This design comes from an exercise in tuning for small area, a short achievable clock period and few clock cycles on the open sky130 flow, not from production work. RTL that was checked went through simulation tests only; none was proved equivalent to the original. Only the layout flow was run in run 1; the RTL was not checked for function there. No activity file was given, so power comes from the tool's default toggle rates.

==> flow/design.v (outline; a module is shown in full before it is edited, if it fits) <==
// module dot_prod: 1074 lines
// module dp_fa: 4 lines
// module dp_fx: 4 lines
// module dp_pc: 4 lines
// module dp_gc: 3 lines
// module dp_ha: 4 lines
module dot_prod (
  input wire clk, r_enable,
  input wire[9:0] init_i_t_a,
  input wire signed[63:0] init_acc_t_a,
  output wire[9:0] a_addr,
  input wire signed[26:0] a_rdata,
  output wire[9:0] b_addr,
  input wire signed[26:0] b_rdata,
  output reg w_enable,
  output reg signed[63:0] result
);
  // ...
==> flow/flow/run.sh <==
#!/bin/bash
# Standard ORFS layout, except that the port buffers inserted by buffer_ports are
# sky130_fd_sc_hd__buf_2 instead of the resizer's default pick (a clock delay buffer).
set -euo pipefail
export BUFFER_PORTS_ARGS="-buffer_cell sky130_fd_sc_hd__buf_2"
bash standard.sh > run_standard.log 2>&1
==> flow/standard.sh <==
#!/bin/bash
# synth_recipe.tcl (not shown) runs the flow's synth.tcl, then flattens the netlist and writes it again
# the make line also repeats each setting of config.mk as NAME=value (left out here)
make -C /OpenROAD-flow-scripts/flow DESIGN_CONFIG=/design/flow/config.mk WORK_HOME=/design/flow/orfs CLKGATE_MAP_FILE= SYNTH_SCRIPT=/design/flow/synth_recipe.tcl "${@:-finish}"
==> flow/config.mk <==
export PLATFORM = sky130hd
export DESIGN_NAME = dot_prod
export DESIGN_NICKNAME = dot_prod
export VERILOG_FILES = /design/flow/design.v
export SDC_FILE = /design/flow/constraint.sdc
export NUM_CORES = 4
export LEC_CHECK = 0
export CAP_MARGIN = 20
export CORE_MARGIN = 2
export CORE_UTILIZATION = 60
export CTS_CLUSTER_SIZE = 40
export SLEW_MARGIN = 60
export SYNTH_HIERARCHICAL = 1
export SYNTH_MINIMUM_KEEP_SIZE = 0
==> flow/constraint.sdc <==
create_clock -name core_clock -period 14.0 [get_ports {clk}]
set_input_delay 2.8000 -clock core_clock [delete_from_list [all_inputs] [get_ports {clk}]]
set_output_delay 2.8000 -clock core_clock [all_outputs]
set_load 0.01 [all_outputs]
==> metrics.md, run 1 <==
| Metric | Value |
|---|---|
| Status | `complete, no violations` |
| DP HPWL | `46,900 um` |
| Initial antenna violation count | `1` |
| Sw frac | `0.424` |
| Seq Cell Count | `254` |
| Critical path class | `reg -> reg` |
| Fill cells | `3,433` |
| Fin nets | `3,164` |
| Met3 routed WL | `8050 um` |
| CP top delay family | `compound AO/OA/AOI/OAI gates` |
| Cell area after synthesis | `0.0256 mm^2` |
| Worst hold slack | `441 ps` |
| DRT Wirelength | `roughly 72,000 um` |
| Post-synth top area share | `0.280` |
| Number of global-route vias before repair | `20,457` |
| Top Usage Layer GRT | `met2` |
| Die H | `211 um` |
| Buf+Inv Stages, Crit Path | `3` |
| Static Leak | `0.0128 uW` |
| Dominant class by area | `multi-input gates` |
| Combinational power | `3330 uW` |
| Commonest non-fill, non-tap cell in the layout | `xnor2_1` |
| Seq pwr share | `0.218` |
| Top-count cell post-synth | `xnor2_1` |
| First-pass GRT wire length | `113,000 um` |
| Area of the multi-input gates | `0.0194 mm^2` |
| Floorplan row count | `75` |
| Largest Pwr Group | `combinational logic` |
| Fin Clk Skew | `13.2 ps` |
| Top cells by area, synth | `fa_1, dfxtp_1, xnor2_1, a22oi_1, ha_1` |
| FF-to-FF End | `result[42]` |
| Met2 Track Usage GR | `0.492` |
| Leading cell types in the layout, fill and taps excluded | `xnor2_1, fa_1, a22oi_1` |
| Setup repair bufs after CTS | `0` |
| Num Clock Sinks | `about 250` |
==> inputs of run 2 (changes only) <==
--- a/flow/design.v
+++ b/flow/design.v
@@ -471,19 +471,18 @@
   dp_fa u_fa312 (.a(pp12[27]), .b(pp13[25]), .c(hc[34]), .s(fs[312]), .co(fc[312]));
   assign hs[37] = ~pp13[26];
   assign hc[37] = pp13[26];
   reg [53:0] s, c;
   always @(posedge clk) begin
     s <= {pp13[27], hs[37], fs[312], fs[311], fc[309], fc[308], fs[308], fs[307], fc[305], fc[304], fc[303], fs[303], fs[302], fc[300], fc[299], fc[298], fc[297], fc[296], fc[295], fc[294], fc[293], fc[292], fc[291], fc[290], fc[289], fc[288], fc[287], fc[286], fc[285], fc[284], fc[283], fc[282], fc[281], fc[280], fc[279], fc[278], fc[277], fc[276], fc[275], fc[274], fc[273], fc[272], fc[271], fc[270], fc[269], fc[268], fc[267], fc[266], fc[265], hc[36], hc[35], pp1[0], pp0[1], bneg[0]};
     c <= {hc[37], fc[312], fc[311], fc[310], fs[310], fs[309], fc[307], fc[306], fs[306], fs[305], fs[304], fc[302], fc[301], fs[301], fs[300], fs[299], fs[298], fs[297], fs[296], fs[295], fs[294], fs[293], fs[292], fs[291], fs[290], fs[289], fs[288], fs[287], fs[286], fs[285], fs[284], fs[283], fs[282], fs[281], fs[280], fs[279], fs[278], fs[277], fs[276], fs[275], fs[274], fs[273], fs[272], fs[271], fs[270], fs[269], fs[268], fs[267], fs[266], fs[265], hs[36], hs[35], 1'b0, pp0[0]};
   end
-  wire g = v3;
-  wire [53:0] sg = s & {54{g}};
-  wire [53:0] cg = c & {54{g}};
+  wire [53:0] sg = s;
+  wire [53:0] cg = c;
   wire [63:0] x2, y2;
   dp_fa u_l2_0 (.a(result[0]), .b(sg[0]), .c(cg[0]), .s(x2[0]), .co(y2[0]));
   dp_ha u_l2_1 (.a(result[1]), .b(sg[1]), .s(x2[1]), .co(y2[1]));
   dp_fa u_l2_2 (.a(result[2]), .b(sg[2]), .c(cg[2]), .s(x2[2]), .co(y2[2]));
   dp_fa u_l2_3 (.a(result[3]), .b(sg[3]), .c(cg[3]), .s(x2[3]), .co(y2[3]));
   dp_fa u_l2_4 (.a(result[4]), .b(sg[4]), .c(cg[4]), .s(x2[4]), .co(y2[4]));
   dp_fa u_l2_5 (.a(result[5]), .b(sg[5]), .c(cg[5]), .s(x2[5]), .co(y2[5]));
   dp_fa u_l2_6 (.a(result[6]), .b(sg[6]), .c(cg[6]), .s(x2[6]), .co(y2[6]));
@@ -529,36 +528,36 @@
   dp_fa u_l2_46 (.a(result[46]), .b(sg[46]), .c(cg[46]), .s(x2[46]), .co(y2[46]));
   dp_fa u_l2_47 (.a(result[47]), .b(sg[47]), .c(cg[47]), .s(x2[47]), .co(y2[47]));
   dp_fa u_l2_48 (.a(result[48]), .b(sg[48]), .c(cg[48]), .s(x2[48]), .co(y2[48]));
   dp_fa u_l2_49 (.a(result[49]), .b(sg[49]), .c(cg[49]), .s(x2[49]), .co(y2[49]));
   dp_fa u_l2_50 (.a(result[50]), .b(sg[50]), .c(cg[50]), .s(x2[50]), .co(y2[50]));
   dp_fa u_l2_51 (.a(result[51]), .b(sg[51]), .c(cg[51]), .s(x2[51]), .co(y2[51]));
   dp_fa u_l2_52 (.a(result[52]), .b(sg[52]), .c(cg[52]), .s(x2[52]), .co(y2[52]));
   dp_fa u_l2_53 (.a(result[53]), .b(sg[53]), .c(cg[53]), .s(x2[53]), .co(y2[53]));
-  assign x2[54] = result[54] ^ g;
-  assign y2[54] = result[54] & g;
-  assign x2[55] = result[55] ^ g;
-  assign y2[55] = result[55] & g;
-  assign x2[56] = result[56] ^ g;
-  assign y2[56] = result[56] & g;
-  assign x2[57] = result[57] ^ g;
-  assign y2[57] = result[57] & g;
-  assign x2[58] = result[58] ^ g;
-  assign y2[58] = result[58] & g;
-  assign x2[59] = result[59] ^ g;
-  assign y2[59] = result[59] & g;
-  assign x2[60] = result[60] ^ g;
-  assign y2[60] = result[60] & g;
-  assign x2[61] = result[61] ^ g;
-  assign y2[61] = result[61] & g;
-  assign x2[62] = result[62] ^ g;
-  assign y2[62] = result[62] & g;
-  assign x2[63] = result[63] ^ g;
-  assign y2[63] = result[63] & g;
+  assign x2[54] = ~result[54];
+  assign y2[54] = result[54];
+  assign x2[55] = ~result[55];
+  assign y2[55] = result[55];
+  assign x2[56] = ~result[56];
+  assign y2[56] = result[56];
+  assign x2[57] = ~result[57];
+  assign y2[57] = result[57];
+  assign x2[58] = ~result[58];
+  assign y2[58] = result[58];
+  assign x2[59] = ~result[59];
+  assign y2[59] = result[59];
+  assign x2[60] = ~result[60];
+  assign y2[60] = result[60];
+  assign x2[61] = ~result[61];
+  assign y2[61] = result[61];
+  assign x2[62] = ~result[62];
+  assign y2[62] = result[62];
+  assign x2[63] = ~result[63];
+  assign y2[63] = result[63];
   wire [63:0] ay = {y2[62:0], 1'b0};
   wire [63:0] pg_g, pg_p, sum;
   assign pg_g[0] = 1'b0;
   assign pg_p[0] = x2[0];
   dp_ha u_pg1 (.a(x2[1]), .b(ay[1]), .s(pg_p[1]), .co(pg_g[1]));
   dp_ha u_pg2 (.a(x2[2]), .b(ay[2]), .s(pg_p[2]), .co(pg_g[2]));
   dp_ha u_pg3 (.a(x2[3]), .b(ay[3]), .s(pg_p[3]), .co(pg_g[3]));
   dp_ha u_pg4 (.a(x2[4]), .b(ay[4]), .s(pg_p[4]), .co(pg_g[4]));
@@ -1065,17 +1064,18 @@
   assign sum[57] = pg_p[57] ^ sk5_g56;
   assign sum[58] = pg_p[58] ^ sk5_g57;
   assign sum[59] = pg_p[59] ^ sk5_g58;
   assign sum[60] = pg_p[60] ^ sk5_g59;
   assign sum[61] = pg_p[61] ^ sk5_g60;
   assign sum[62] = pg_p[62] ^ sk5_g61;
   assign sum[63] = pg_p[63] ^ sk5_g62;
   always @(posedge clk) begin
-    result <= r_enable ? init_acc_t_a : sum;
+    if (r_enable) result <= init_acc_t_a;
+    else if (v3) result <= sum;
   end
 endmodule
 `default_nettype wire
 module dp_fa (input wire a, b, c, output wire s, co);
   assign s = a ^ b ^ c;
   assign co = (a & b) | (a & c) | (b & c);
 endmodule
 module dp_fx (input wire a, b, output wire s, co);
==> run 2 against run 1 <==
- still clean on timing, DRC and antenna
- critical path type is now reg -> out
- power increased by 64%
- wire length decreased by 0.52%
- worst hold slack improved by 2.1 ps
- highest routed layer is now met4
- via count decreased by 3.0%
==> metrics.md, run 2 <==
| Metric | Value |
|---|---|
| Gr usage total | `0.326` |
| Mapped Nets | `2,968` |
| Post-Synthesis Cells | `2,373` |
| First-pass GRT wire length | `112,000 um (-0.49%)` |
| Power density over the cells | `313 mW/mm^2` |
| Die H | `210 um (-0.12%)` |
| WP data arrival | `1240 ps` |
| DP HPWL | `47,100 um (+0.58%)` |
| Worst Setup End Kind | `output pin` |
| Buf+Inv Stages, Crit Path | `1 (-2)` |
| Proportion of synthesized area in mux cells | `0.00176` |
| Synthesis-to-layout area growth | `9.02%` |
| Top cells by area, synth | `fa_1, dfxtp_1, xnor2_1, a22oi_1, edfxtp_1` |
| RSZ-0062 raised after global routing | `no` |
| Worst skew pair latency | `roughly 590 ps` |
| CP required | `11,200 ps` |
| Inst Count DP | `between 2,000 and 3,000` |
| Hold worst-path end | `v3` |
| Grt ovf | `0` |
| Final Cycle Share | `0.288` |
| Synth unique cells | `35` |
| DRT Wirelength | `71,900 um (-0.52%)` |
| Worst r2r src | `ra[5]` |
| Cell area after synthesis | `0.0256 mm^2 (-0.24%)` |
| Status | `complete, no violations` |
| Hold Crit Start | `v2` |
| Post-Synth Adder-Cell Area | `0.333` |
| CP peak stage delay | `approximately 480 ps` |
| EDFF count, synth | `64` |
| Via count | `18,854` |
| Num Clock Sinks | `254 (unchanged)` |
| Bufs on Longest Clock Path | `3` |
| CP top delay family | `flip-flops` |
| Largest net degree at the start of global routing | `80` |
| Floorplan row count | `75 (unchanged)` |
| Fin nets | `3,049 (-3.6%)` |
| Initial Util | `0.608` |
| Via density | `between 6 and 7` |
| Setup repair bufs after CTS | `0 (unchanged)` |
| MaxCap Viol Count | `0` |
| Resized cells post-CTS | `0` |
| Post-route insts no fill | `3,014` |
| Boundary Pins | `215` |
| Critical Path Start | `k[2]` |
| Yosys warning count | `7` |
| Core Util, Final | `0.663` |
| Number of global-route vias before repair | `20,051 (-2.0%)` |
| Top Registers | `result x64, c x53, s x53` |
| Critical path class | `reg -> out` |
| 1st-iter DRT viols | `1,678` |
| # port buffers | `214` |
| Max Fclk | `248 MHz` |
| FF-to-FF End | `c[29]` |
| Initial antenna violation count | `1 (unchanged)` |
| Async SR Flop Fraction | `0` |
| Post-Synth XOR/XNOR Area | `0.161` |
| Routed len/inst | `23.9 um` |
| CORE AREA | `0.0420 mm^2` |
| Fin Clk Skew | `32.0 ps (+18.8 ps)` |
| H-tree Lvls | `1` |
| Top FF cell, synth | `dfxtp_1` |
| Chip width | `210 um` |
| R2r worst-path depth | `9` |
| DR DRC count | `0` |
| Slew @ Worst Pin | `619 ps` |
| Hold Path Cell Cnt | `1` |
| Clock slew seen by the registers of the worst setup and hold paths | `60 ps` |
| Max-Slew Margin vs Limit | `0.587` |
| Antenna viol nets, final | `0` |
| # setup viols final | `0` |
| Max-slew violations | `0` |
| Total negative setup slack | `0 ps` |
| Static Leak | `0.0118 uW (-7.5%)` |
| Flop and latch count out of synthesis | `between 200 and 300` |
| Syn Area/Cell | `between 10 and 15 um^2` |
| Layout cells sized above 1 | `0.141` |
| Total power | `8730 uW` |
| Slack of the worst reg-to-reg path | `9990 ps` |
| Nature of the critical path startpoint | `flip-flop` |
| Post-synth top area share | `0.280 (+0.000670)` |
| Antenna diodes | `0` |
| Sequential area share after synthesis | `0.224` |
| Largest family of logic cells by synthesized area | `adder cells` |
| Clk root buf | `clkbuf_16` |
| Maximum VDD drop | `0.275 mV` |
| Compound-gate portion of the synthesized area | `0.174` |
| Max FFs per register | `between 60 and 70` |
| Post-synth top area cell | `fa_1` |
| Top-count cell post-synth | `xnor2_1` |
| First-pass iteration count of the detailed router | `6` |
| Commonest non-fill, non-tap cell in the layout | `xnor2_1` |
| Worst Hold Class | `reg -> reg` |
| Die area | `0.0443 mm^2` |
| Sequence of cells on the critical path | `buf_2` |
| RD Place Congestion | `roughly 0.92` |
| CTS Buf Count | `29` |
| Crit path time final | `4040 ps` |
| Leading cell types in the layout, fill and taps excluded | `xnor2_1, fa_1, a22oi_1` |
| Hold Buf Count CTS | `0` |
| Crit path max fanout | `8` |
| Critical-path top delay cell | `dfxtp_1` |
| Fraction of the mapped netlist area in simple logic gates | `0.0592` |
| Final Hold Vio Count | `0` |
| Top cells by count, synth | `xnor2_1, fa_1, a22oi_1` |
| Largest register by flop count | `result` |
| CTS tree | `done` |
[run 2: metrics by stage]
stage / setup WS (ps) / hold WS, ps / area [um^2]
floorplan: 9510 / 326 / 25600
detailed placement: 9380 / 425 / 26900
global placement: 9000 / 419 / 26800
CTS: 9930 / 443 / 27900
global route: 9830 / 458 / 27900
finish: 9960 / 443 / 27900
[run 2: cells by family (layout without fill, tap and decap cells)]
logic type               Yosys count  in the layout
multiplexers                       4              4
AO/OA/AOI/OAI                    621            621
other                              1              1
buffers and inverters            275            377
XOR/XNOR                         469            469
adder cells (fa/ha/maj)          465            465
AND/OR/NAND/NOR                  284            284
flip-flops                       254            254
[run 2: worst max path at each step]
stage / to / slack, ps / cells after the start
5_1_grt: result[44] / 9830 / 3
4_1_cts: b_addr[2] / 9930 / 1
3_3_place_gp: result[43] / 9000 / 3
3_5_place_dp: result[43] / 9380 / 3
6_report: b_addr[2] / 9960 / 1
2_1_floorplan: result[0] / 9510 / 3
[run 2: worst reg2reg max path, cell delays in order (launching register included)]
cell     delay, ps
dfxtp_1        330
buf_4          380
a22oi_1        180
xnor2_1        180
fa_1           500
fa_1           520
fa_1           470
fa_1           420
fa_1           510
fa_1           400
[run 2: layout make-up]
| cell class | instances | area (um^2) |
|---|---|---|
| repair buffers | 289 | 1720 |
| well taps | 539 | 674 |
| clock buffers | 39 | 845 |
| clock inverters | 13 | 151 |
| inverters | 36 | 135 |
| multi-input cells | 1844 | 18600 |
| fillers | 3427 | 14200 |
| flip-flops and latches | 254 | 5730 |
[run 2: metal layers]
metal  vias up  global-route usage  part of all wire  wire [um]
met3       205              0.0568             0.095       6850
met2      1061               0.527              0.46      33300
met4         0               0.125             0.035       2480
met1      9356               0.442              0.41      29300
met5         -                   0                 0          0
li1       8232                   -                 -          -
[run 2: power breakdown]
part           switching, uW  leakage (uW)  total, uW  internal [uW]
Combinational           3430       0.00905       6540           3110
Clock                    316      0.000501        793            477
Sequential               190       0.00224       1390           1200
[run 2: per-module statistics from Yosys (local to each module, per instance)]
module / cells inside / times used / cell area (um^2) / flip-flops and latches
dot_prod: 1609 / 1 / 15000 / 254
dp_gc: 1 / 62 / 7.51 / 0
dp_pc: 2 / 124 / 13.8 / 0
dp_ha: 1 / 96 / 12.5 / 0
dp_fa: 1 / 358 / 20.0 / 0
Testbench counts of run 2, summed over its fixed seeds: cycles 64,256.
==> inputs of run 3 (changes only) <==
==> flow/flow/run.sh (replaced) <==
#!/bin/bash
# Standard ORFS layout, except:
#  - port buffers are sky130_fd_sc_hd__buf_2 instead of the resizer's default pick;
#  - repair_timing (after CTS and global route) aims for extra setup slack.
set -euo pipefail
export BUFFER_PORTS_ARGS="-buffer_cell sky130_fd_sc_hd__buf_2"
export SETUP_SLACK_MARGIN=10.1
bash standard.sh > run_standard.log 2>&1
==> run 3 against run 2 <==
- still clean on timing, DRC and antenna
- global-route usage grew 0.34 points
- final cell count is 3.1% higher
- clock power shrank 3.0%
- critical path type unchanged
- largest cell class unchanged
==> metrics.md, run 3 <==
| Metric | Value |
|---|---|
| Grt ovf | `0 (unchanged)` |
| DP HPWL | `47,300 um (+0.40%)` |
| Num Clock Sinks | `254 (unchanged)` |
| Power density over the cells | `309 mW/mm^2 (-1.2%)` |
| Top-count cell post-synth | `xnor2_1` |
| Sequential area share after synthesis | `0.224 (unchanged)` |
| Post-route insts no fill | `3,108 (+3.1%)` |
| Hold Buf Count CTS | `0 (unchanged)` |
| Top cells by area, synth | `fa_1, dfxtp_1, xnor2_1, a22oi_1, edfxtp_1` |
| Seq pwr share | `0.152 (-0.008)` |
| Post-Synthesis Cells | `2,373 (unchanged)` |
| Switch Pwr | `3960 uW (+0.75%)` |
| MaxCap Viol Count | `0 (unchanged)` |
| Maximum VDD drop | `0.410 mV (+49%)` |
| Final Cycle Share | `0.285 (-0.00354)` |
| Max FFs per register | `64 (unchanged)` |
| Mapped Nets | `2,968 (unchanged)` |
| CP peak stage delay | `440 ps (-40 ps)` |
| Hold worst-path end | `v2` |
| Int Power | `4900 uW (+2.2%)` |
| Chip width | `210 um (unchanged)` |
| Largest net degree at the start of global routing | `89 (+11%)` |
| Worst Hold Class | `reg -> reg` |
| Critical path class | `reg -> out` |
| First-pass GRT wire length | `113,000 um (+0.77%)` |
| Largest register by flop count | `result` |
| Post-synth top area share | `0.280 (unchanged)` |
| Initial Util | `0.608 (unchanged)` |
| Clock slew seen by the registers of the worst setup and hold paths | `60 ps (about the same)` |
| First-pass iteration count of the detailed router | `6 (unchanged)` |
| # setup viols final | `0 (unchanged)` |
| Max-slew violations | `0 (unchanged)` |
| Static Leak | `0.0122 uW (+3.8%)` |
| CTS tree | `done` |
| Die H | `210 um (unchanged)` |
| H-tree Lvls | `1 (unchanged)` |
| Clock share of power | `0.087 (-0.004)` |
| Via count | `19,386 (+2.8%)` |
| Number of global-route vias before repair | `20,438 (+1.9%)` |
| Sequence of cells on the critical path | `buf_2` |
| DRT Wirelength | `73,200 um (+1.8%)` |
| Worst Setup End Kind | `output pin` |
| Synth unique cells | `35 (unchanged)` |
| Inst Count DP | `2,959 (-0.068%)` |
| Top Registers | `result x64, c x53, s x53` |
| Crit path time final | `3990 ps (-49.6 ps)` |
| Antenna diodes | `0 (unchanged)` |
| Worst r2r src | `btwo[12]` |
| 1st-iter DRT viols | `1,832 (+9.2%)` |
| Hold Path Cell Cnt | `1 (unchanged)` |
| Max Fclk | `251 MHz (+1.2%)` |
| Gr usage total | `0.330 (+0.00345)` |
| Die area | `0.0443 mm^2 (unchanged)` |
| Via density | `6.24 (-0.29%)` |
| Commonest non-fill, non-tap cell in the layout | `xnor2_1` |
| Worst skew pair latency | `580 ps (about the same)` |
| Cell area after synthesis | `0.0256 mm^2 (unchanged)` |
| Initial antenna violation count | `4 (+3)` |
| Bufs on Longest Clock Path | `3 (unchanged)` |
| Comb pwr share | `0.761 (+0.012)` |
| Layout cells sized above 1 | `0.176 (+0.0345)` |
| Routed len/inst | `23.5 um (-1.3%)` |
| Boundary Pins | `215 (unchanged)` |
| Floorplan row count | `75 (unchanged)` |
| RSZ-0062 raised after global routing | `yes` |
| # port buffers | `214 (unchanged)` |
| CTS Buf Count | `30 (+3.4%)` |
| R2r worst-path depth | `9 (unchanged)` |
| RD Place Congestion | `0.911 (-0.74%)` |
| DR DRC count | `0 (unchanged)` |
| Max-Slew Margin vs Limit | `0.606 (+0.0182)` |
| Fill cells | `3,273 (-4.5%)` |
| Syn Area/Cell | `10.8 um^2 (unchanged)` |
| Total negative setup slack | `0 ps (unchanged)` |
| Top FF cell, synth | `dfxtp_1` |
| Critical-path top delay cell | `edfxtp_1` |
| Leading cell types in the layout, fill and taps excluded | `xnor2_1, fa_1, a22oi_1` |
| Slack of the worst reg-to-reg path | `10,130 ps (+140 ps)` |
| Fin nets | `3,140 (+3.0%)` |
| Status | `complete, no violations` |
| Slew @ Worst Pin | `592 ps (-27.3 ps)` |
| Nature of the critical path startpoint | `flip-flop` |
| Async SR Flop Fraction | `0 (unchanged)` |
| Top cells by count, synth | `xnor2_1, fa_1, a22oi_1` |
| Crit path max fanout | `3 (-5)` |
| Buf+Inv Stages, Crit Path | `1 (unchanged)` |
| Antenna viol nets, final | `0 (unchanged)` |
| WP data arrival | `1190 ps (-50 ps)` |
| CP top delay family | `flip-flops` |
| Hold Crit Start | `v1` |
| Flop and latch count out of synthesis | `254 (unchanged)` |
| Clk root buf | `clkbuf_16` |
| CP required | `11,200 ps (about the same)` |
| Sw frac | `0.447 (-0.00353)` |
| CORE AREA | `0.0420 mm^2 (unchanged)` |
| FF-to-FF End | `c[29]` |
| Yosys warning count | `7 (unchanged)` |
| Fin Clk Skew | `14.9 ps (-17.1 ps)` |
| Synthesis-to-layout area growth | `12.0%` |
| Post-synth top area cell | `fa_1` |
| Final Hold Vio Count | `0 (unchanged)` |
| EDFF count, synth | `64 (unchanged)` |
run 3: cell counts after synthesis:
No cell type changed its count.
run 3: cell type report:
cell class	instances	area, um^2	share of cell area
timing repair buffer	379	2440	0.0853
multi-input combinational	1844	18600	0.650
clock buffer	46	922	0.0322
inverter	36	135	0.00472
tap	539	674	0.0235
sequential	254	5760	0.201
clock inverter	10	77.6	0.00271
run 3: kinds of logic (layout without fill, tap and decap cells):
| family | Yosys count | after routing | share of synthesized area |
|---|---|---|---|
| xor+xnor | 469 | 469 | 0.161 |
| compound gates | 621 | 621 | 0.174 |
| other cells | 1 | 1 | 0.000147 |
| fa+ha+maj | 465 | 465 | 0.333 |
| flops | 254 | 254 | 0.224 |
| buf+inv | 275 | 471 | 0.0481 |
| mux | 4 | 4 | 0.00176 |
| simple gates | 284 | 284 | 0.0592 |
run 3: power groups by stage:
stage / combinational (uW) / clock, uW / sequential, uW
finish: 6750 / 769 / 1350
floorplan: 4630 / 0 / 1400
CTS: 6700 / 788 / 1350
detailed placement: 6480 / 0 / 1420
global route: 7510 / 808 / 1370
global placement: 6290 / 0 / 1410
run 3: metrics by stage:
stage / area (um^2) / utilization / setup slack (ps) / total power [uW] / hold slack, ps
2_1_floorplan: 25600 / - / 10050 / 6030 / 326
3_3_place_gp: 26800 / 0.636 / 9200 / 7700 / 421
3_5_place_dp: 26800 / 0.638 / 9380 / 7900 / 423
4_1_cts: 28400 / 0.675 / 9990 / 8830 / 447
5_1_grt: 28600 / 0.681 / 9980 / 9690 / 463
6_report: 28600 / 0.681 / 10010 / 8860 / 441
run 3: repair_timing:
action                                  in CTS  in global routing
cloned                                       0                  0
gates resized for setup                     21                 16
endpoints found under the setup margin      85                 73
setup buffers                               70                 23
run 3: metal layers:
layer / wire [um] / up-vias / track usage
met3: 7190 / 250 / 0.0693
li1: - / 8408 / -
met5: 36 / - / 0
met1: 29300 / 9584 / 0.438
met4: 2970 / 6 / 0.130
met2: 33700 / 1138 / 0.532
run 3: worst max-delay path by stage:
stage	from	end	slack, ps	cells past startpoint
5_1_grt	result[62]	result[62]	9980	1
6_report	result[62]	result[62]	10010	1
3_5_place_dp	r_enable	k[7]	9380	5
4_1_cts	result[32]	result[32]	9990	1
3_3_place_gp	r_enable	k[7]	9200	5
2_1_floorplan	r_enable	result[0]	10050	3
run 3: Yosys stat by module, one instance, submodules excluded:
module / cells / cell area (um^2) / times used
dot_prod: 1609 / 15000 / 1
dp_fa: 1 / 20.0 / 358
dp_gc: 1 / 7.51 / 62
dp_ha: 1 / 12.5 / 96
dp_pc: 2 / 13.8 / 124

static timing again, ports no longer ideal:
No port has a modelled driver above. Below, the same layouts with a new extraction and two added sets of constraints.
Step 1 assumes that a clkbuf_16 drives the clock port and a buf_2 every other input.
Step 2 times the ports against the registers' clock, not the clock port: input delays grow and output delays shrink by t, the midpoint of the rising clock arrivals with the driver on.
Three values: ideal, step 1, step 2; two values: the first two.
| run | t (ns) | slack for setup (ns) | hold WS [ns] | worst register clock-pin slew, ns | pins driven straight from the clock port |
|---|---|---|---|---|---|
| run 1 | 0.637 | 9.798 / 9.798 / 9.549 | 0.441 / 0.441 / 0.441 | 0.06 / 0.06 | 1 |
| run 2 | 0.631 | 9.962 / 9.903 / 9.381 | 0.443 / 0.443 / 0.443 | 0.07 / 0.07 | 1 |
| run 3 | 0.630 | 10.012 / 9.956 / 9.752 | 0.441 / 0.441 / 0.441 | 0.06 / 0.06 | 1 |
After both steps every run listed still meets setup and hold. For run 2, which loses most, drivers alone change the setup slack by -0.059 ns; drivers and shift together by -0.581 ns.
